Source: an optimization exercise on an open RTL-to-GDS flow (aim: small area). Production flows keep margins and buffers that such runs may drop.
Function was checked by simulation only, so behaviour that the tests miss may differ from the original.
The clock cells of runs 3 and 4 come from the design's own scripts or RTL, not from TritonCTS.
No driver is modelled on the clock port, so clock power and skew are understated where the tree is cut down; a real chip needs a root buffer or a tree.
Power and IR drop assume default switching activity.

===== flow/config.mk =====
export PLATFORM = sky130hd
export DESIGN_NAME = top_master
export DESIGN_NICKNAME = top_master
export VERILOG_FILES = /design/flow/design.v
export SDC_FILE = /design/flow/constraint.sdc
export NUM_CORES = 4
export LEC_CHECK = 0
export CAP_MARGIN = 20
export CORE_MARGIN = 2
export CORE_UTILIZATION = 40
export SLEW_MARGIN = 20

===== flow/constraint.sdc =====
create_clock -name core_clock -period 10.0 [get_ports {sys_clk}]
set_input_delay 2.0000 -clock core_clock [delete_from_list [all_inputs] [get_ports {sys_clk}]]
set_output_delay 2.0000 -clock core_clock [all_outputs]
set_load 0.01 [all_outputs]

===== flow/design.v =====
module top_master(
    input sys_clk,
    input sys_rst,
    input btn_up,
    input btn_dwn,
    input btn_start,
    input pizza,
    input potato,
    input [5:0] load_minutes,
    input [5:0] load_seconds,
    input temp_SDA_in,
    output [7:0] AN,
    output [6:0] display,
    output DP,
    output [15:0] LED,
    output start,
    output idle,
    output temp_SDA_out,
    output temp_SDA_oe,
    output temp_SCL,
    output buzzer
);
    wire [7:0] lc;
    wire t_1hz, t_400, e_29, e_59, e_05, t_2hz;
    mw_timebase tb(.clk(sys_clk), .rst(sys_rst), .lc(lc), .t_1hz(t_1hz), .t_400(t_400),
                   .e_29(e_29), .e_59(e_59), .e_05(e_05), .t_2hz(t_2hz));
    wire up_p, dn_p, st_p;
    mw_button bu(.clk(sys_clk), .rst(sys_rst), .noisy(btn_up),    .p_edge(up_p));
    mw_button bd(.clk(sys_clk), .rst(sys_rst), .noisy(btn_dwn),   .p_edge(dn_p));
    mw_button bs(.clk(sys_clk), .rst(sys_rst), .noisy(btn_start), .p_edge(st_p));
    wire s, timerEnd;
    wire [1:0] mode;
    mw_ctrl ctrl(.clk(sys_clk), .rst(sys_rst), .up_p(up_p), .dn_p(dn_p), .st_p(st_p),
                 .timerEnd(timerEnd), .s(s), .mode(mode));
    assign start = s;
    assign idle = ~s;
    wire [5:0] minutes, seconds;
    mw_timer tmr(.clk(sys_clk), .rst(sys_rst), .tick(t_1hz), .s(s), .pizza(pizza), .potato(potato),
                 .load_minutes(load_minutes), .load_seconds(load_seconds),
                 .minutes(minutes), .seconds(seconds), .timerEnd(timerEnd));
    mw_buzzer bz(.clk(sys_clk), .rst(sys_rst), .tick(t_2hz), .en(timerEnd), .buzzer(buzzer));
    mw_led led(.clk(sys_clk), .rst(sys_rst), .lc(lc[7:5]), .mode(mode), .s(s), .LED(LED));
    wire [3:0] tq, tr;
    mw_i2c i2c(.clk(sys_clk), .rst(sys_rst), .e_29(e_29), .e_59(e_59), .e_05(e_05),
               .sda_in(temp_SDA_in), .sda_out(temp_SDA_out), .sda_oe(temp_SDA_oe), .scl(temp_SCL),
               .tq(tq), .tr(tr));
    mw_display disp(.clk(sys_clk), .rst(sys_rst), .tick(t_400), .minutes(minutes), .seconds(seconds),
                    .tq(tq), .tr(tr), .mode(mode), .AN(AN), .display(display));
    assign DP = 1'b1;
endmodule
module mw_timebase(
    input clk, rst,
    output reg [7:0] lc,
    output t_1hz,      
    output t_400,      
    output e_29,       
    output e_59,       
    output e_05,       
    output t_2hz       
    );
    reg [1:0] m3;            
    reg [2:0] m5b, m5a;      
    reg [2:0] m7;            
    reg [9:0] m601;          
    wire m5b4 = m5b[2] & ~m5b[1];
    wire m601_end = m601[0] & m601[2] & m601[3] & ~m601[4] & m601[6] & m601[9];
    always @(posedge clk) begin
        if (rst) begin
            lc <= 8'd0; m3 <= 2'd0; m5b <= 3'd0; m5a <= 3'd0; m7 <= 3'b110; m601 <= 10'b0010110000;
        end else begin
            lc <= lc + 8'd1;
            m3 <= {m3[0], ~(m3[1] | m3[0])};
            m5b <= {m5b[1:0], ~(m5b[2] | m5b[1])};
            if (m5b4) m5a <= {m5a[1:0], ~(m5a[2] | m5a[1])};
            m7 <= {m7[1:0], ~(m7[2] ^ m7[1])};
            m601 <= m601_end ? 10'b0010110000 : {m601[8:0], ~(m601[9] ^ m601[6])};
        end
    end
    wire m3is2 = m3[1];
    assign t_1hz = ~lc[0] & m601_end;
    assign t_400 = ~lc[0] & m3is2 & m7[1] & m7[0];
    wire e_x4 = lc[0] & m3is2 & m5b4;
    assign e_29 = e_x4 & ~lc[1];
    assign e_59 = e_x4 & lc[1];
    assign e_05 = lc[0] & ~lc[1] & m3is2 & ~m5b[2] & ~m5b[0];
    assign t_2hz = e_29 & m5a[2] & ~m5a[1];
endmodule
module mw_button(
    input clk,
    input rst,
    input noisy,
    output p_edge
    );
    reg lvl;
    reg [4:0] q;    
    wire x = noisy ^ lvl;
    wire done = q[0] & ~q[1] & q[2];
    wire f = (~q[1] & ~q[4]) | (q[1] & ~q[3] & q[4]);
    always @(posedge clk) begin
        if (rst) begin
            lvl <= 1'b0; q <= 5'b01010;
        end else begin
            q <= (x & ~done) ? {q[3:0], f} : {x, 4'b1010};
            if (x & done) lvl <= ~lvl;
        end
    end
    assign p_edge = lvl & q[4] & q[3] & q[1];
endmodule
module mw_ctrl(
    input clk, rst, up_p, dn_p, st_p, timerEnd,
    output reg s,
    output reg [1:0] mode    
    );
    always @(posedge clk) begin
        if (rst | timerEnd) s <= 1'b0;
        else if (st_p) s <= ~s;
    end
    always @(posedge clk) begin
        if (rst) mode <= 2'b10;
        else if (~s) begin
            if (up_p) mode <= (mode == 2'b10) ? 2'b11 : (mode == 2'b11) ? 2'b01 : 2'b10;
            else if (dn_p) mode <= (mode == 2'b10) ? 2'b01 : (mode == 2'b01) ? 2'b11 : 2'b10;
        end
    end
endmodule
module mw_timer(
    input clk, rst, tick, s, pizza, potato,
    input [5:0] load_minutes, load_seconds,
    output reg [5:0] minutes, seconds,
    output reg timerEnd
    );
    reg running;
    wire [5:0] lm = load_minutes + {3'b000, potato & ~pizza, pizza, potato & ~pizza};
    wire [5:0] m1 = running ? minutes : lm;
    wire [5:0] s1 = running ? seconds : load_seconds;
    wire sz = (s1 == 6'd0);
    wire mz = (m1 == 6'd0);
    wire done = s & sz & mz;
    wire bor = s & sz & ~mz;
    always @(posedge clk) begin
        if (rst) begin
            minutes <= 6'd0; seconds <= 6'd0; timerEnd <= 1'b0; running <= 1'b0;
        end else if (tick) begin
            timerEnd <= done;
            running <= s ? ~done : running;
            minutes <= m1 - {5'd0, bor};
            seconds <= bor ? 6'd59 : s1 - {5'd0, s & ~sz};
        end
    end
endmodule
module mw_buzzer(
    input clk, rst, tick, en,
    output buzzer
    );
    reg [3:0] bp;
    always @(posedge clk) begin
        if (rst) bp <= 4'd2;
        else if (tick) begin
            if (~en) bp <= 4'd2;
            else if (bp != 4'd15) bp <= bp + 4'd1;
        end
    end
    assign buzzer = ~bp[1] & ~bp[0];
endmodule
module mw_led(
    input clk, rst, s,
    input [7:5] lc,
    input [1:0] mode,
    output [15:0] LED
    );
    reg oq;
    reg [3:0] p;     
    reg ud;
    wire oc = (mode == 2'b01) ? lc[7] : (mode == 2'b10) ? lc[6] : lc[5];
    always @(posedge clk) oq <= oc;
    wire len = oc & ~oq;
    always @(posedge clk) begin
        if (rst) begin
            p <= 4'd0; ud <= 1'b0;
        end else if (len) begin
            if (p == 4'd15) begin p <= 4'd1; ud <= ~ud; end
            else p <= p + 4'd1;
        end
    end
    wire [3:0] pos = p ^ {4{ud}};
    assign LED = s ? (16'd1 << pos) : {13'd0, mode == 2'b11, mode[1], 1'b1};
endmodule
module mw_i2c(
    input clk, rst, e_29, e_59, e_05, sda_in,
    output sda_out, sda_oe, scl,
    output reg [3:0] tq, tr
    );
    reg sclr;
    reg [6:0] hi;
    reg ack;
    reg [3:0] aq, ar;
    always @(posedge clk) begin
        if (rst) begin
            sclr <= 1'b1; hi <= 7'd0;
        end else if (e_59) begin
            sclr <= ~sclr;
            if (~sclr) hi <= (hi == 7'd127) ? 7'd100 : hi + 7'd1;
        end
    end
    assign scl = sclr;
    assign sda_oe = (hi < 7'd108) | (hi == 7'd108 & sclr) | (hi == 7'd117 & ~sclr) |
                    (hi == 7'd118 & sclr) | (hi == 7'd126 & ~sclr) | (hi == 7'd127);
    always @(posedge clk) begin
        if (rst) ack <= 1'b1;
        else if (e_29) begin
            if (~sclr) ack <= ~(hi == 7'd101 | hi == 7'd102 | hi == 7'd104);
            else if (hi == 7'd100) ack <= 1'b0;
        end
    end
    assign sda_out = ack;
    wire samp = e_59 & sclr & ((hi >= 7'd111 && hi <= 7'd117) || hi == 7'd119);
    wire [3:0] rin = (hi == 7'd111) ? 4'd0 : ar;
    wire [4:0] sv = {rin, sda_in};
    wire sc = (sv >= 5'd10);
    wire [4:0] sr = sc ? sv - 5'd10 : sv;
    always @(posedge clk)
        if (samp) begin
            ar <= sr[3:0];
            aq <= {aq[2:0], sc};
        end
    always @(posedge clk) begin
        if (rst) begin
            tq <= 4'd0; tr <= 4'd0;
        end else if (e_05 & ~sclr & hi == 7'd126) begin
            tq <= aq; tr <= ar;
        end
    end
endmodule
module mw_display(
    input clk, rst, tick,
    input [5:0] minutes, seconds,
    input [3:0] tq, tr,
    input [1:0] mode,
    output [7:0] AN,
    output reg [6:0] display
    );
    reg [2:0] sel;
    always @(posedge clk)
        if (rst) sel <= 3'd0;
        else if (tick) sel <= sel + 3'd1;
    wire [5:0] tv = sel[1] ? minutes : seconds;
    wire [2:0] tv1 = tv / 6'd10;
    wire [3:0] tv0 = tv % 6'd10;
    wire [3:0] dig = sel[2] ? (sel[0] ? tr : tq) : (sel[0] ? {1'b0, tv1} : tv0);
    reg [6:0] segd;
    always @(*)
        case (dig)
            4'd0: segd = 7'b1000000;
            4'd1: segd = 7'b1111001;
            4'd2: segd = 7'b0100100;
            4'd3: segd = 7'b0110000;
            4'd4: segd = 7'b0011001;
            4'd5: segd = 7'b0010010;
            4'd6: segd = 7'b0000010;
            4'd7: segd = 7'b1111000;
            4'd8: segd = 7'b0000000;
            4'd9: segd = 7'b0010000;
            default: segd = 7'b1111111;
        endcase
    always @(*)
        case (sel)
            3'd4: display = 7'b0011100;
            3'd7: display = (mode == 2'b01) ? 7'b1000111 : (mode == 2'b10) ? 7'b0101011 : 7'b0001001;
            default: display = segd;
        endcase
    assign AN = ~(8'd1 << sel);
endmodule

===== flow/flow/run.sh =====
#!/bin/bash
# Own layout flow: the standard flow (standard.sh) with
#  - combinational mapping by an area-oriented ABC script (flow/area.script) and no
#    adder extraction; registers are mapped exactly as in the standard synthesis;
#  - the smallest buffer cell for the port buffers.
set -euo pipefail
W=$(pwd)
cat > "$W/own_synth.tcl" <<EOT
proc abc {args} {
  set i [lsearch -exact \$args -script]
  if {\$i >= 0} { set args [lreplace \$args \$i [expr {\$i+1}]] }
  yosys abc -script $W/flow/area.script {*}\$args
}
source $W/synth_recipe.tcl
EOT
export BUFFER_PORTS_ARGS="-buffer_cell sky130_fd_sc_hd__buf_1"
export CTS_ARGS="-sink_clustering_enable -repair_clock_nets -buf_list sky130_fd_sc_hd__clkbuf_8 -sink_clustering_size 30 -dont_use_dummy_load"
bash "$W/standard.sh" SYNTH_SCRIPT="$W/own_synth.tcl" ADDER_MAP_FILE= finish > "$W/flow_make.log" 2>&1

===== flow/flow/area.script =====
strash
ifraig
dc2
dch -f
amap
topo

===== flow/standard.sh =====
#!/bin/bash
# synth_recipe.tcl (not shown) runs the flow's synth.tcl, then flattens the netlist and writes it again
# the make line also repeats each setting of config.mk as NAME=value (left out here)
make -C /OpenROAD-flow-scripts/flow DESIGN_CONFIG=/design/flow/config.mk WORK_HOME=/design/flow/orfs CLKGATE_MAP_FILE= SYNTH_SCRIPT=/design/flow/synth_recipe.tcl "${@:-finish}"

==> flow_metrics.tcl, run 1 <==
set metrics [dict create \
    routed_wl_mm 10.8 \
    postCtsSetupBuffers 0 \
    first_pass_iters 4 \
    worstPathRequired_ns 8.00 \
    grt_pass1_wl_mm 17.9 \
    ys_top_cells_by_area "dfxtp_1 41%, nor2_1 8.4%, edfxtp_1 5.2%" \
    dieArea_um2 12400 \
    cts_tree "done" \
    switchingPower_uw 154 \
    antenna_found_initial 0 \
    critical_path_class "reg -> out" \
    fin_crit_ns 6.70 \
    worstMarginPinSlew_ns 1.02 \
    synth_edf_count 8 \
    reg2reg_depth 13 \
    yosys_warnings 8 \
    powerDensity_nw_per_um2 131 \
    drc 0 \
    synth-seq-cells 102 \
    synth_cell_types 43 \
    io_buffers 56 \
    synthTopCellsByCount "103 x nor2_1, 94 x dfxtp_1, 61 x clkinv_1" \
    clock-root-buffer "clkbuf_8" \
    combPwrFrac_pct 5.8 \
    drv_cap 0 \
    synthMostInstantiatedCell "nor2_1" \
    p_int_uw 516 \
    grt_pass1_vias 3848 \
    finalPower_uw 670 \
    clkSinkCount 102 \
    cts_buffers 9 \
    chipHeight_um 111 \
    crit_fanout 13 \
    slew_headroom_pct 31.8 \
    drv_slew 0 \
    hold_path.class "reg -> reg" \
    p_leak_uw 0.00167 \
    syn_inst 582 \
    row_count 39 \
    cp_data_arrival_time_ns 4.70 \
    gp_congestion 0.934 \
    antenna_cells 0 \
    clkTransAtPathRegs_ns 0.07 \
    crit_path_start_kind "register" \
    final-hold-violation-count 0 \
    synthFlopType "dfxtp_1" \
    cts_max_path_buffers 2 \
    netlist_area_um2 4600 \
    track_usage_pct 17.5 \
    syn_avg_cell_area_um2 7.91 \
    synth_top_cell_area_share_pct 40.9 \
    grt.overflow.total 0 \
    setup_violations 0 \
    synth_top_area_cell "dfxtp_1" \
    layout-drive-gt1-share_pct 1.70 \
    drtIter0Drc 260 \
    cts_max_level 3 \
    hpwl_mm 7.90 \
    fin_setup_tns_ns 0 \
    vias 4243 \
    vias_per_cell 5.37 \
    ios 58 \
    vdd_drop_max_mv 0.0790 \
    timing.fmax_mhz 149 \
    core_area_um2 11300 \
    nNetsFinal 669 \
    cts_hold_buf 0 \
    dp_cells 781 \
    switching_share_pct 23.0 \
    endpoint_kind "output pin" \
    grt_max_degree 46 \
    start_util_pct 40.6 \
    async_reset_ff_share_pct 0 \
    rsz0062_at_grt "no" \
    pwr-share-seq_pct 63.5 \
    die_w_um 111 \
    syn-num-nets 602 \
    status "complete, no violations" \
    drt.antenna.violating_nets 0 \
    finalCritPeriodShare_pct 67.0 \
    clock_latency_ns 0.36 \
    hold_ws_ns 0.418 \
    wire_per_inst_um 13.7 \
    clock-skew-final_ns 0.0162 \
    hold_depth 1 \
    pwr-share-clk_pct 30.7 \
    final_cells 790 \
    ctsResizeCount 0 \
    syn_to_final_growth_pct 11.2 \
    yosysSeqAreaShare_pct 46.1 \
]
==> power groups by stage <==
| stage | combinational (µW) | sequential, µW | clock (µW) |
|---|---|---|---|
| 4_1_cts | 39.1 | 425 | 215 |
| 2_1_floorplan | 25.2 | 433 | 0 |
| 3_5_place_dp | 38.8 | 435 | 0 |
| 3_3_place_gp | 37.6 | 434 | 0 |
| 5_1_grt | 43.9 | 427 | 229 |
| 6_report | 38.8 | 425 | 206 |
==> cell families (layout without fill, tap and decap cells) <==
| kind of cell | count (synthesis) | after routing | synth area share [%] |
|---|---|---|---|
| AND/OR/NAND/NOR | 247 | 247 | 24.2 |
| AO/OA/AOI/OAI | 170 | 170 | 24.5 |
| flip-flops | 102 | 102 | 46.1 |
| buffers and inverters | 62 | 127 | 5.14 |
| other | 1 | 1 | 0.0815 |
==> cell type report <==
class,count,area [µm²]
Clock buffer,9,124
Fill cell,1149,6200
Inverter,61,229
Multi-Input combinational cell,418,2240
Sequential cell,102,2120
Tap cell,143,179
Timing Repair Buffer,57,219
==> placed cells by master, fill, tap and decap left out, drive strengths merged, types with 2 or more instances in the layout <==
| master | n |
|---|---|
| nor2 | 103 |
| dfxtp | 94 |
| clkinv | 61 |
| buf | 56 |
| nand2 | 50 |
| o21ai | 41 |
| a21oi | 31 |
| nor3 | 27 |
| o22ai | 24 |
| nand3 | 20 |
| a22oi | 12 |
| or2 | 12 |
| o221a | 11 |
| a211oi | 10 |
| clkbuf | 10 |
| a31oi | 9 |
| and3 | 9 |
| edfxtp | 8 |
| or3 | 7 |
| o21a | 7 |
| and2 | 6 |
| o211ai | 4 |
| nor2b | 4 |
| o311ai | 3 |
| nor4b | 3 |
| o22a | 3 |
| o32ai | 2 |
| a221oi | 2 |
| nor4 | 2 |
| nand4 | 2 |
==> flip-flops by register name (all words and copies together), names as in the netlist, 2 cells and up <==
register and cells:
tmr.seconds 6, ctrl.mode 2, tb.m7 3, bd.q 5, i2c.aq 4, bz.bp 4
tmr.minutes 6, tb.m3 2, tb.m601 10, i2c.tq 4, i2c.ar 4, disp.sel 3
tb.lc 8, bu.q 5, tb.m5a 3, bs.q 5, i2c.hi 7, tb.m5b 3
led.p 4, i2c.tr 4
==> routing by layer <==
| layer | global-route usage [%] | wire (µm) | share of wire [%] |
|---|---|---|---|
| met1 | 24.2 | 5390 | 50 |
| met2 | 27.9 | 4870 | 45 |
| met3 | 2.41 | 369 | 3.4 |
| met4 | 6.58 | 172 | 1.6 |
| met5 | 0 | 0 | 0 |
==> final timing paths <==
kind	startpoint	endpoint	slack (ns)
setup / recovery	disp.sel[1]$_SDFFE_PP0P_	display[0]	3.30
hold / removal	tb.m3[0]$_SDFF_PP0_	tb.m3[0]$_SDFF_PP0_	0.42
hold reg to reg	tb.m3[0]$_SDFF_PP0_	tb.m3[0]$_SDFF_PP0_	0.42
setup reg to reg	tmr.running$_SDFFE_PP0P_	tmr.minutes[5]$_SDFFE_PP0P_	6.71
==> per-stage QoR <==
step / instance area, µm² / setup WS (ns) / util [%]
3_5_place_dp: 4990 / 3.75 / 44.1
5_1_grt: 5120 / 2.67 / 45.2
4_1_cts: 5120 / 3.34 / 45.2
2_1_floorplan: 4600 / 4.41 / -
3_3_place_gp: 4990 / 3.99 / 44.1
6_report: 5120 / 3.30 / 45.2
==> worst max-delay path: stages, from the launching register on <==
cell	delay (ns)
dfxtp_1	0.55
clkinv_1	0.27
o22ai_1	0.35
nand2_1	0.12
a31o_1	0.24
o311ai_0	0.46
nand2_1	0.13
o21ai_0	0.14
nor2_1	0.13
nor2_1	0.11
nor2_1	0.07
or2_0	0.24
a221oi_1	0.30
o22ai_1	0.19
or2_0	0.33
a211oi_1	0.37
or2_0	0.20
buf_1	0.17
==> inputs of run 2 (changes only) <==
--- a/flow/design.v
+++ b/flow/design.v
@@ -154,11 +154,11 @@
     );
-    reg [3:0] bp;
-    always @(posedge clk) begin
-        if (rst) bp <= 4'd2;
+    reg [1:0] bp;
+    always @(posedge clk) begin
+        if (rst) bp <= 2'd0;
         else if (tick) begin
-            if (~en) bp <= 4'd2;
-            else if (bp != 4'd15) bp <= bp + 4'd1;
-        end
-    end
-    assign buzzer = ~bp[1] & ~bp[0];
+            if (~en) bp <= 2'd0;
+            else if (bp != 2'd3) bp <= bp + 2'd1;
+        end
+    end
+    assign buzzer = bp[1] & ~bp[0];
 endmodule
==> flow/flow/run.sh (replaced) <==
#!/bin/bash
# Own layout flow: the standard flow (standard.sh) with
#  - combinational mapping by the area-oriented ABC script (flow/abc_*.script) that gives the
#    least cell area, and no adder extraction; registers are mapped exactly as in the
#    standard synthesis;
#  - the smallest buffer cell for the port buffers;
#  - clkbuf_8 clock buffers and no dummy clock loads.
set -euo pipefail
W=$(pwd)
export OWN_FLOW_DIR="$W/flow"
cat > "$W/own_synth.tcl" <<EOT
source $W/flow/pick_abc.tcl
source $W/synth_recipe.tcl
EOT
export BUFFER_PORTS_ARGS="-buffer_cell sky130_fd_sc_hd__buf_1"
export CTS_ARGS="-sink_clustering_enable -repair_clock_nets -buf_list sky130_fd_sc_hd__clkbuf_8 -sink_clustering_size 35 -sink_clustering_max_diameter 300 -dont_use_dummy_load"
bash "$W/standard.sh" SYNTH_SCRIPT="$W/own_synth.tcl" ADDER_MAP_FILE= finish > "$W/flow_make.log" 2>&1
==> flow/flow/abc_a3.script (new file) <==
&get -n
&st
&dch
&nf -R 1000
&put
topo
==> flow/flow/abc_d3.script (new file) <==
strash
ifraig
dc2
dch -f
amap
topo
==> flow/flow/abc_ds1.script (new file) <==
strash
&get -n
&deepsyn -T 45 -S 1
&put
dch -f
amap
topo
==> flow/flow/abc_ds2.script (new file) <==
strash
&get -n
&deepsyn -T 45 -S 2
&put
dch -f
amap
topo
==> flow/flow/abc_ds3.script (new file) <==
strash
&get -n
&deepsyn -T 45 -S 3
&put
dch -f
amap
topo
==> flow/flow/abc_ds4.script (new file) <==
strash
&get -n
&deepsyn -T 45 -S 4
&put
dch -f
amap
topo
==> flow/flow/pick_abc.tcl (new file) <==
# Sourced before synth_recipe.tcl: the synthesis's one abc call maps the combinational logic
# with each script in flow/abc_*.script and keeps the netlist with the least cell area.
# Registers are mapped before abc, so they are the standard synthesis's registers.
proc abc {args} {
  set i [lsearch -exact $args -script]
  if {$i >= 0} { set args [lreplace $args $i [expr {$i+1}]] }
  set libs {}
  foreach lib $::env(LIB_FILES) { lappend libs -liberty $lib }
  yosys design -save pre_abc
  set best ""
  set best_area 1e18
  foreach scr [lsort [glob $::env(OWN_FLOW_DIR)/abc_*.script]] {
    yosys design -load pre_abc
    yosys abc -script $scr {*}$args
    set f $::env(LOG_DIR)/abc_area_[file rootname [file tail $scr]].txt
    yosys tee -q -o $f stat {*}$libs
    set fh [open $f r]; set txt [read $fh]; close $fh
    if {[regexp {Chip area for module[^:]*:\s*([0-9.]+)} $txt -> area]} {
      puts "abc script [file tail $scr]: cell area $area"
      if {$area < $best_area} {
        set best_area $area
        set best $scr
        yosys design -save best_abc
      }
    }
  }
  puts "abc script chosen: [file tail $best] ($best_area)"
  yosys design -load best_abc
}
removed: flow/flow/area.script
==> flow_metrics.tcl, run 2 <==
set metrics [dict create \
    clock-root-buffer "clkbuf_8" \
    vias_per_cell 5.24 \
    start_util_pct 41.3 \
    pwr-share-clk_pct 31.0 \
    ys_top_cells_by_area "dfxtp_1 41%, nor2_1 9.9%, clkinv_1 6.0%" \
    synth.mux.area_fraction_pct 0 \
    routed_wl_mm 10.4 \
    chipHeight_um 110 \
    track_usage_pct 18.2 \
    finalCritPeriodShare_pct 68.2 \
    grt_pass1_vias 3709 \
    fin_setup_tns_ns 0 \
    regMostFlops "tb.m601" \
    yosys_warnings 8 \
    syn_avg_cell_area_um2 7.70 \
    setup_violations 0 \
    fin_crit_ns 6.82 \
    synth_top_area_cell "dfxtp_1" \
    rsz0062_at_grt "no" \
    final-hold-violation-count 0 \
    io_buffers 56 \
    crit_path_start_kind "register" \
    synthMostInstantiatedCell "nor2_1" \
    cts_max_level 3 \
    layout_common_cells "119 x nor2_1, 92 x dfxtp_1, 72 x clkinv_1, 61 x nand2_1, 56 x buf_1" \
    drv_cap 0 \
    synth_top_cell_area_share_pct 40.9 \
    worstPathRequired_ns 8.00 \
    pwr-share-seq_pct 63.7 \
    yosysSeqAreaShare_pct 46.3 \
    ctsResizeCount 0 \
    synth-compound-area-share_pct 20.7 \
    status "complete, no violations" \
    vias 4144 \
    syn_inst 584 \
    synth_cell_types 44 \
    gp_congestion 0.910 \
    worstMarginPinSlew_ns 0.501 \
    synth_top_family_by_area "simple AND/OR/NAND/NOR gates" \
    vdd_drop_max_mv 0.0650 \
    drtIter0Drc 315 \
    hpwl_mm 7.90 \
    mostFrequentLayoutCell "nor2_1" \
    synthTopCellsByCount "119 x nor2_1, 92 x dfxtp_1, 72 x clkinv_1" \
    critical_path_class "reg -> out" \
    largest_registers "tb.m601 x10, tb.lc x8, i2c.hi x7" \
    p_leak_uw 0.00169 \
    ios 58 \
    wire_per_inst_um 13.1 \
    drt.antenna.violating_nets 0 \
    hold_path.class "reg -> reg" \
    endpoint_kind "output pin" \
    clkTransAtPathRegs_ns 0.09 \
    largest_reg_flops 10 \
    synth_xor_xnor_area_share_pct 0 \
    layout-drive-gt1-share_pct 1.84 \
    clock_latency_ns 0.37 \
    die_w_um 110 \
    drv_slew 0 \
    antenna_found_initial 0 \
    cts_tree "done" \
    dp_cells 781 \
    p_int_uw 506 \
    yosys.area_share.simple_pct 26.8 \
    syn-num-nets 604 \
    nNetsFinal 673 \
    row_count 38 \
    core_area_um2 10900 \
    grt_pass1_wl_mm 17.2 \
    dieArea_um2 12100 \
    timing.fmax_mhz 147 \
    synth_fa_ha_area_share_pct 0 \
    drc 0 \
    syn_to_final_growth_pct 11.6 \
    cp_data_arrival_time_ns 4.82 \
    async_reset_ff_share_pct 0 \
    first_pass_iters 4 \
    cts_buffers 9 \
    clkSinkCount 100 \
    combPwrFrac_pct 5.3 \
    postCtsSetupBuffers 0 \
    final_cells 791 \
    cts_max_path_buffers 2 \
    clock-skew-final_ns 0.0155 \
    switching_share_pct 22.7 \
    grt_max_degree 39 \
    synth-seq-cells 100 \
    netlist_area_um2 4500 \
    switchingPower_uw 149 \
    synth_edf_count 8 \
    cts_hold_buf 0 \
    powerDensity_nw_per_um2 130 \
    grt.overflow.total 0 \
    crit_fanout 12 \
    slew_headroom_pct 66.1 \
    synthFlopType "dfxtp_1" \
    antenna_cells 0 \
]
==> run 2: cell count changes after synthesis, moves of 5 or more <==
cell | before | now
nand2_1 | 50 | 61
o21ai_0 | 41 | 23
a22oi_1 | 12 | 5
nand3_1 | 20 | 14
clkinv_1 | 61 | 72
nor2_1 | 103 | 119
o221a_1 | 11 | 2
a32o_1 | 0 | 5
a21oi_1 | 31 | 25
o22ai_1 | 24 | 31
==> run 2: per-stage QoR <==
| stage | power (µW) | hold slack [ns] | worst slack (ns) | utilization [%] | area (µm²) |
|---|---|---|---|---|---|
| after floorplan | 448 | 0.387 | 4.38 | - | 4500 |
| after global placement | 460 | 0.398 | 4.02 | 44.9 | 4890 |
| after detailed placement | 461 | 0.400 | 3.73 | 44.9 | 4890 |
| after CTS | 663 | 0.413 | 3.29 | 46.1 | 5020 |
| after global routing | 685 | 0.449 | 2.84 | 46.1 | 5020 |
| final | 654 | 0.410 | 3.18 | 46.1 | 5020 |
==> run 2: cells by family after synthesis <==
kind of cell    after synthesis
simple gates                271
compound gates              139
flops                       100
buf+inv                      73
other cells                   1
==> run 2: path summary, 6_finish.rpt <==
check	cells after the start	slack, ns	to	from
setup / recovery	20	3.18	display[2]	disp.sel[1]$_SDFFE_PP0P_
hold / removal	1	0.41	tb.m3[0]$_SDFF_PP0_	tb.m3[0]$_SDFF_PP0_
setup reg to reg	13	6.69	tmr.minutes[3]$_SDFFE_PP0P_	tmr.running$_SDFFE_PP0P_
hold reg to reg	1	0.41	tb.m3[0]$_SDFF_PP0_	tb.m3[0]$_SDFF_PP0_
==> run 2: final cells by class <==
class                      count  area, µm²
tap                          140        175
fill                        1117       5870
sequential                   100       2080
clock buffer                   9        124
timing repair buffer          59        230
inverter                      72        270
multi-input combinational    411       2140
==> run 2: critical path, stage by stage (launching register included) <==
cell and delay (ns):
dfxtp_1 0.49, clkinv_1 0.33, o21ai_0 0.50, nor2_1 0.16, a21o_1 0.20, nor2_1 0.15, a211oi_1 0.09, o21ai_0 0.19
nor2b_1 0.24, clkinv_1 0.11, a21oi_1 0.23, nor2_1 0.09, or2_0 0.20, a311oi_1 0.44, nor2_1 0.18, nor2_1 0.17
nor2_1 0.07, nor2_1 0.12, nor3_1 0.04, or3_1 0.30, buf_1 0.13
==> run 2: metal layers <==
| layer | vias to the layer above | part of all wire, % | track usage, % | wire length (µm) |
|---|---|---|---|---|
| li1 | 2188 | - | - | - |
| met1 | 1865 | 49 | 23.3 | 5090 |
| met2 | 83 | 45 | 30.3 | 4680 |
| met3 | 8 | 4.8 | 4.23 | 503 |
| met4 | 0 | 1.1 | 5.97 | 111 |
| met5 | - | 0 | 0 | 0 |
==> run 2: power groups by stage <==
stage          combinational, µW  sequential [µW]  clock (µW)
6_report                    34.8              417         203
2_1_floorplan               23.4              425           0
3_5_place_dp                34.9              426           0
3_3_place_gp                34.4              426           0
4_1_cts                     35.0              417         211
5_1_grt                     40.1              418         226
==> inputs of run 3 (changes only) <==
==> flow/flow/run.sh (replaced) <==
#!/bin/bash
# Own layout flow: the standard flow (standard.sh) with
#  - combinational mapping by the area-oriented ABC script (flow/abc_*.script) that gives the
#    least cell area, and no adder extraction; registers are mapped exactly as in the
#    standard synthesis;
#  - the smallest buffer cell for the port buffers;
#  - a two-level inverter clock tree (flow/manual_cts.tcl) in place of TritonCTS.
set -euo pipefail
W=$(pwd)
export OWN_FLOW_DIR="$W/flow"
cat > "$W/own_synth.tcl" <<EOT
source $W/flow/pick_abc.tcl
source $W/synth_recipe.tcl
EOT
export BUFFER_PORTS_ARGS="-buffer_cell sky130_fd_sc_hd__buf_1"
ARGS=(SYNTH_SCRIPT="$W/own_synth.tcl" ADDER_MAP_FILE=)
bash "$W/standard.sh" "${ARGS[@]}" place > "$W/flow_make_place.log" 2>&1
export OWN_RESULTS="$W/orfs/results/$FLOW_PLATFORM/top_master/base"
export OWN_NLEAF=6 OWN_LEAF_CELL=sky130_fd_sc_hd__inv_8 OWN_ROOT_CELL=sky130_fd_sc_hd__inv_6
export FLOW_CLOCK_NET=sys_clk
openroad -no_init -exit "$W/flow/manual_cts.tcl" > "$W/flow_manual_cts.log" 2>&1
cp "$W/flow_manual_cts.log" "$W/orfs/logs/$FLOW_PLATFORM/top_master/base/4_1_cts.log"
bash "$W/standard.sh" "${ARGS[@]}" finish > "$W/flow_make_finish.log" 2>&1
==> flow/flow/manual_cts.tcl (new file) <==
# Clock tree in place of TritonCTS: the clock port drives one root inverter, which drives
# NLEAF leaf inverters, each placed at the centre of a cluster of flip-flops (k-means on
# the placed flip-flops) and driving that cluster's clock pins. Two inversions, so every
# register sees the clock with the same polarity and about the same delay.
set P $::env(FLOW_HOME)/platforms/sky130hd
set R $::env(OWN_RESULTS)
read_lef $P/lef/sky130_fd_sc_hd.tlef
read_lef $P/lef/sky130_fd_sc_hd_merged.lef
read_liberty $P/lib/sky130_fd_sc_hd__tt_025C_1v80.lib
read_db $R/3_place.odb
read_sdc $R/3_place.sdc
source $P/setRC.tcl

set K $::env(OWN_NLEAF)
set leaf_cell $::env(OWN_LEAF_CELL)
set root_cell $::env(OWN_ROOT_CELL)

set db [ord::get_db]
set blk [ord::get_db_block]
set clk [$blk findNet $::env(FLOW_CLOCK_NET)]
set pts {}
foreach it [$clk getITerms] {
  set b [[$it getInst] getBBox]
  lappend pts [list $it [expr {([$b xMin] + [$b xMax]) / 2}] [expr {([$b yMin] + [$b yMax]) / 2}]]
}
set n [llength $pts]
puts "clock sinks: $n"
set pts [lsort -real -index 1 $pts]
set centers {}
for {set k 0} {$k < $K} {incr k} {
  set p [lindex $pts [expr {int(($k + 0.5) * $n / $K)}]]
  lappend centers [list [lindex $p 1] [lindex $p 2]]
}
for {set iter 0} {$iter < 50} {incr iter} {
  for {set k 0} {$k < $K} {incr k} { set sx($k) 0.0; set sy($k) 0.0; set cnt($k) 0 }
  set assign {}
  foreach p $pts {
    set best 0
    set bd 1e18
    for {set k 0} {$k < $K} {incr k} {
      set c [lindex $centers $k]
      set d [expr {abs([lindex $p 1] - [lindex $c 0]) + abs([lindex $p 2] - [lindex $c 1])}]
      if {$d < $bd} { set bd $d; set best $k }
    }
    lappend assign $best
    set sx($best) [expr {$sx($best) + [lindex $p 1]}]
    set sy($best) [expr {$sy($best) + [lindex $p 2]}]
    incr cnt($best)
  }
  set centers {}
  for {set k 0} {$k < $K} {incr k} {
    if {$cnt($k) > 0} {
      lappend centers [list [expr {$sx($k) / $cnt($k)}] [expr {$sy($k) / $cnt($k)}]]
    } else {
      lappend centers [list 0 0]
    }
  }
}
set ssx 0.0
set ssy 0.0
foreach c $centers { set ssx [expr {$ssx + [lindex $c 0]}]; set ssy [expr {$ssy + [lindex $c 1]}] }
set rinst [odb::dbInst_create $blk [$db findMaster $root_cell] "clkroot_inv"]
set rnet [odb::dbNet_create $blk "clknet_root"]
$rnet setSigType CLOCK
$rinst setLocation [expr {int($ssx / $K)}] [expr {int($ssy / $K)}]
$rinst setPlacementStatus PLACED
[$rinst findITerm A] connect $clk
[$rinst findITerm Y] connect $rnet
for {set k 0} {$k < $K} {incr k} {
  set inst [odb::dbInst_create $blk [$db findMaster $leaf_cell] "clkleaf_inv_$k"]
  set net [odb::dbNet_create $blk "clknet_leaf_$k"]
  $net setSigType CLOCK
  set c [lindex $centers $k]
  $inst setLocation [expr {int([lindex $c 0])}] [expr {int([lindex $c 1])}]
  $inst setPlacementStatus PLACED
  [$inst findITerm A] connect $rnet
  [$inst findITerm Y] connect $net
  set leafnet($k) $net
  puts "leaf $k: $cnt($k) sinks"
}
foreach p $pts a $assign {
  set it [lindex $p 0]
  $it disconnect
  $it connect $leafnet($a)
}
detailed_placement
check_placement -verbose
set_propagated_clock [all_clocks]
estimate_parasitics -placement
set worst 0
foreach pin [get_pins -hierarchical */CLK] {
  set s [get_property $pin slew_max]
  if {$s > $worst} { set worst $s }
}
puts "worst flip-flop clock-pin slew (placement estimate): $worst"
report_worst_slack -min
report_worst_slack -max
report_clock_skew
write_db $R/4_1_cts.odb
write_sdc -no_timestamp $R/4_cts.sdc
==> flow_metrics.tcl, run 3 <==
set metrics [dict create \
    status "complete, no violations" \
    ys_top_cells_by_area "dfxtp_1 41%, nor2_1 9.9%, clkinv_1 6.0%" \
    netlist_area_um2 4500 \
    mostFrequentLayoutCell "nor2_1" \
    synth-seq-cells 100 \
    nFillCells 1117 \
    vias 4183 \
    hold_ws_ns 0.410 \
    grt_max_degree 39 \
    drc 0 \
    ios 58 \
    grt_pass1_vias 3728 \
    regMostFlops "tb.m601" \
    syn_inst 584 \
    powerDensity_nw_per_um2 125 \
    slew_headroom_pct 66.2 \
    core_area_um2 10900 \
    synthTopCellsByCount "119 x nor2_1, 92 x dfxtp_1, 72 x clkinv_1" \
    r2r-start "tmr.running$_SDFFE_PP0P_" \
    grt.overflow.total 0 \
    routed_wl_mm 10.3 \
    layout_common_cells "119 x nor2_1, 92 x dfxtp_1, 72 x clkinv_1, 61 x nand2_1, 56 x buf_1" \
    async_reset_ff_share_pct 0 \
    syn_avg_cell_area_um2 7.70 \
    cp_data_arrival_time_ns 4.66 \
    layout-drive-gt1-share_pct 1.54 \
    hpwl_mm 7.90 \
    grt_pass1_wl_mm 17.2 \
    antenna_found_initial 0 \
    endpoint_kind "output pin" \
    pwr-share-seq_pct 67.2 \
    fin_util_pct 45.7 \
    worstMarginPinSlew_ns 0.500 \
    fin_setup_tns_ns 0 \
    largest_reg_flops 10 \
    worstPathRequired_ns 8.00 \
    synth_top_cell_area_share_pct 40.9 \
    yosys_warnings 8 \
    switchingPower_uw 171 \
    pwr-share-clk_pct 27.2 \
    dp_slack_ns 3.73 \
    synthFlopType "dfxtp_1" \
    io_buffers 56 \
    dieArea_um2 12100 \
    final-hold-violation-count 0 \
    timing.fmax_mhz 150 \
    finalPower_uw 620 \
    setup_violations 0 \
    vdd_drop_max_mv 0.0647 \
    row_count 38 \
    crit_path_start_kind "register" \
    synth_edf_count 8 \
    drtIter0Drc 253 \
    chipHeight_um 110 \
    track_usage_pct 17.0 \
    clock-skew-final_ns 0.0208 \
    wire_per_inst_um 13.1 \
    critical_path_class "reg -> out" \
    switching_share_pct 27.6 \
    r2r_slack_ns 6.67 \
    syn_to_final_growth_pct 10.5 \
    vias_per_cell 5.30 \
    crit_fanout 12 \
    clkTransAtPathRegs_ns 0.08 \
    yosysSeqAreaShare_pct 46.3 \
    fin_ws_ns 3.34 \
    antenna_cells 0 \
    r2r-end "tmr.minutes[3]$_SDFFE_PP0P_" \
    hold_path.class "reg -> reg" \
    drt.antenna.violating_nets 0 \
    drv_cap 0 \
    start_util_pct 41.3 \
    finalCritPeriodShare_pct 66.6 \
    nNetsFinal 671 \
    hold_end "tb.m3[0]$_SDFF_PP0_" \
    first_pass_iters 5 \
    syn-num-nets 604 \
    largest_registers "tb.m601 x10, tb.lc x8, i2c.hi x7" \
    clock_latency_ns 0.22 \
    p_int_uw 449 \
    synthMostInstantiatedCell "nor2_1" \
    gp_congestion 0.910 \
    die_w_um 110 \
    drv_slew 0 \
    fin_crit_ns 6.66 \
    hold_depth 1 \
    p_leak_uw 0.00166 \
    rsz0062_at_grt "no" \
    reg2reg_depth 13 \
    synth_cell_types 44 \
    synth_top_area_cell "dfxtp_1" \
    combPwrFrac_pct 5.6 \
    worstHoldStart "tb.m3[0]$_SDFF_PP0_" \
]
## run 3: cell counts after synthesis
Identical to the previous run, type by type.
## run 3: final cells by class
cell class | count | area (µm²) | share of cell area, %
sequential | 100 | 2080 | 41.9
timing repair buffer | 59 | 230 | 4.63
inverter | 79 | 347 | 6.97
tap | 140 | 175 | 3.52
multi-input combinational | 411 | 2140 | 43.0
## run 3: metrics by stage
stage	std cells	area (µm²)
final	789	4970
after global routing	789	4970
after detailed placement	781	4890
after global placement	781	4890
after floorplan	584	4500
## run 3: kinds of logic (layout without fill, tap and decap cells)
| kind of cell | Yosys count | after routing | share of synthesized area (%) |
|---|---|---|---|
| simple gates | 271 | 271 | 26.8 |
| compound gates | 139 | 139 | 20.7 |
| flops | 100 | 100 | 46.3 |
| buf+inv | 73 | 138 | 6.17 |
| other cells | 1 | 1 | 0.0833 |
## run 3: how the worst max path moves through the flow
stage / endpoint / slack (ns) / start
final: display[2] / 3.34 / disp.sel[1]$_SDFFE_PP0P_
after global routing: display[2] / 3.02 / disp.sel[1]$_SDFFE_PP0P_
after detailed placement: display[2] / 3.73 / disp.sel[1]$_SDFFE_PP0P_
after global placement: display[2] / 4.02 / disp.sel[1]$_SDFFE_PP0P_
after floorplan: display[2] / 4.38 / disp.sel[1]$_SDFFE_PP0P_
## run 3: worst max-delay path, stage by stage, from the launching register on
cell and delay, ns:
dfxtp_1 0.49, clkinv_1 0.33, o21ai_0 0.50, nor2_1 0.16
a21o_1 0.20, nor2_1 0.14, a211oi_1 0.09, o21ai_0 0.19
nor2b_1 0.25, clkinv_1 0.11, a21oi_1 0.23, nor2_1 0.08
or2_0 0.20, a311oi_1 0.45, nor2_1 0.19, nor2_1 0.18
nor2_1 0.07, nor2_1 0.12, nor3_1 0.04, or3_1 0.30
buf_1 0.13
## run 3: layer usage
metal,up-vias,global-route usage [%],wire length [µm]
li1,2186,-,-
met1,1884,23.0,5000
met2,99,30.2,4640
met3,14,1.23,475
met4,0,2.98,199
met5,-,0,0
## run 3: power groups by stage
stage          clock, µW  sequential [µW]  combinational (µW)
2_1_floorplan          0              425                23.4
3_3_place_gp           0              426                34.4
3_5_place_dp           0              426                34.9
5_1_grt              189              418                40.1
6_report             168              417                34.9
==> inputs of run 4 (changes only) <==
==> flow/flow/abc_ds10.script (new file) <==
strash
&get -n
&deepsyn -T 45 -S 10
&put
dch -f
amap
topo
==> flow/flow/abc_ds11.script (new file) <==
strash
&get -n
&deepsyn -T 45 -S 11
&put
dch -f
amap
topo
==> flow/flow/abc_ds5.script (new file) <==
strash
&get -n
&deepsyn -T 45 -S 5
&put
dch -f
amap
topo
==> flow/flow/abc_ds6.script (new file) <==
strash
&get -n
&deepsyn -T 45 -S 6
&put
dch -f
amap
topo
removed: flow/flow/abc_a3.script
==> flow_metrics.tcl, run 4 <==
set metrics [dict create \
    yosys_warnings 8 \
    crit_path_start_kind "register" \
    cp_data_arrival_time_ns 4.46 \
    nFillCells 1124 \
    grt.overflow.total 0 \
    timing.fmax_mhz 155 \
    io_buffers 56 \
    synthFlopType "dfxtp_1" \
    finalCritPeriodShare_pct 64.6 \
    status "complete, no violations" \
    final_cells 779 \
    synth-seq-cells 100 \
    drtIter0Drc 258 \
    final-hold-violation-count 0 \
    async_reset_ff_share_pct 0 \
    vdd_drop_max_mv 0.0610 \
    regMostFlops "tb.m601" \
    core_area_um2 10900 \
    synth-compound-area-share_pct 22.1 \
    synth_top_cell_area_share_pct 41.1 \
    p_leak_uw 0.00163 \
    chipHeight_um 110 \
    powerDensity_nw_per_um2 125 \
    syn_to_final_growth_pct 10.8 \
    endpoint_kind "output pin" \
    synth_top_area_cell "dfxtp_1" \
    routed_wl_mm 10.6 \
    drv_slew 0 \
    hpwl_mm 7.88 \
    synth_edf_count 8 \
    drv_cap 0 \
    clock_latency_ns 0.23 \
    worstMarginPinSlew_ns 0.865 \
    yosysSeqAreaShare_pct 46.5 \
    ys_top_cells_by_area "dfxtp_1 41%, nor2_1 8.6%, clkinv_1 6.0%" \
    synth_fa_ha_area_share_pct 0 \
    critical_path_class "reg -> out" \
    fin_util_pct 45.6 \
    rsz0062_at_grt "no" \
    layout_common_cells "103 x nor2_1, 92 x dfxtp_1, 71 x clkinv_1, 61 x nand2_1, 56 x buf_1" \
    drc 0 \
    dp_cells 772 \
    synthMostInstantiatedCell "nor2_1" \
    row_count 38 \
    fin_setup_tns_ns 0 \
    crit_fanout 11 \
    die_w_um 110 \
    hold_ws_ns 0.430 \
    syn_inst 574 \
    hold_path.class "reg -> reg" \
    synth_top_family_by_area "simple AND/OR/NAND/NOR gates" \
    vias 4218 \
    wire_per_inst_um 13.6 \
    clock-skew-final_ns 0.0397 \
    vias_per_cell 5.41 \
    antenna_found_initial 0 \
    slew_headroom_pct 41.8 \
    track_usage_pct 17.3 \
    fin_ws_ns 3.54 \
    mostFrequentLayoutCell "nor2_1" \
    yosys.area_share.simple_pct 25.2 \
    dp_slack_ns 3.85 \
    netlist_area_um2 4480 \
    ios 58 \
    gp_congestion 0.841 \
    synth_cell_types 39 \
    antenna_cells 0 \
    dieArea_um2 12100 \
    grt_max_degree 39 \
    worstPathRequired_ns 8.00 \
    clkTransAtPathRegs_ns 0.11 \
    nNetsFinal 661 \
    largest_reg_flops 10 \
    largest_registers "tb.m601 x10, tb.lc x8, i2c.hi x7" \
    synth.mux.area_fraction_pct 0 \
    syn_avg_cell_area_um2 7.80 \
    setup_violations 0 \
    start_util_pct 41.1 \
    multi_input_area_um2 2130 \
    first_pass_iters 4 \
    layout-drive-gt1-share_pct 1.72 \
    syn-num-nets 594 \
    drt.antenna.violating_nets 0 \
    grt_pass1_vias 3777 \
    synthTopCellsByCount "103 x nor2_1, 92 x dfxtp_1, 71 x clkinv_1" \
    fin_crit_ns 6.46 \
    synth_xor_xnor_area_share_pct 0 \
    seq_area_um2 2080 \
    grt_pass1_wl_mm 17.3 \
]
-- run 4: changes by cell type in the layout (fill, tap and decap cells not counted), sizes merged, moves of 3 or more --
cell and delta:
or3 -3, o21ai +5, and2 -3, nor2 -16, and3 -3, a32o +3
o22a +6, or2 -3, nand3 +8, a21oi -3
-- run 4: power by group --
part | internal [µW] | switching (µW)
combinational | 13.5 | 21.8
sequential | 412 | 5.25
clock | 23.6 | 146
-- run 4: logic make-up after synthesis --
family | Yosys count
AOI/OAI and AO/OA | 146
DFF | 100
other | 1
buffers and inverters | 72
and+or+nand+nor | 255
-- run 4: through the flow --
step / power, µW / instance area [µm²]
finish: 622 / 4960
global route: 651 / 4960
detailed placement: 462 / 4880
global placement: 461 / 4880
floorplan: 448 / 4480
-- run 4: area by class of cell --
class                      count  share of cell area, %
inverter                      78                   6.91
timing repair buffer          59                   4.69
tap                          140                   3.53
sequential                   100                   42.0
multi-input combinational    402                   42.9
-- run 4: per-layer routing --
layer / global-route usage (%) / up-vias / share of wire (%) / wire length, µm
li1: - / 2165 / - / -
met5: 0 / - / 0 / 0
met1: 22.9 / 1935 / 47 / 4980
met2: 30.5 / 101 / 46 / 4820
met4: 3.16 / 0 / 2.0 / 209
met3: 1.78 / 17 / 5.2 / 545
-- run 4: path summary, 6_finish.rpt --
path	from	to	slack [ns]	depth (start not counted)
setup / recovery	disp.sel[1]$_SDFFE_PP0P_	display[4]	3.54	21
hold / removal	tb.m3[1]$_SDFF_PP0_	tb.m3[0]$_SDFF_PP0_	0.43	1
setup reg to reg	tmr.running$_SDFFE_PP0P_	tmr.minutes[4]$_SDFFE_PP0P_	6.90	13
hold reg to reg	tb.m3[1]$_SDFF_PP0_	tb.m3[0]$_SDFF_PP0_	0.43	1
-- run 4: worst max-delay path, cell delays in order (launching register included) --
cell      delay [ns]
dfxtp_1         0.53
clkinv_1        0.35
o22ai_1         0.41
nand2_1         0.10
nand2_1         0.10
o21ai_0         0.11
o22ai_1         0.27
o22ai_1         0.15
o21ai_0         0.25
nor2_1          0.09
o21bai_1        0.23
nand2_1         0.11
a311oi_1        0.27
nor2_1          0.07
o21ai_0         0.17
nor2b_1         0.30
nor2_1          0.08
a21oi_1         0.16
nand3_1         0.16
nor2_1          0.14
nor2_1          0.08
buf_1           0.15

-- afterwards: timing with drivers on the ports --
The results above use ideal ports. As a check the final layouts listed here were re-extracted and re-timed, cells and wires unchanged. Step 1, drivers: a clkbuf_16 drives sys_clk and a buf_2 each remaining input, both assumed. Step 2 moves the port delays by t, midway between the first and last clock arrival at a register: inputs arrive t later, outputs are due t later. That takes back most of the time a late clock gives input paths. Three values: ideal ports, drivers, drivers and shift; two values: the first two.
| run | t (ns) | setup WS [ns] | worst setup path at the end |
|---|---|---|---|
| run 1 | 0.381 | 3.297 / 3.264 / 3.645 | register to output |
| run 2 | 0.397 | 3.183 / 3.152 / 3.549 | register to output |
| run 3 | 0.249 | 3.341 / 3.299 / 3.549 | register to output |
| run 4 | 0.255 | 3.536 / 3.492 / 3.746 | register to output |
After both steps every run listed still meets setup and hold.
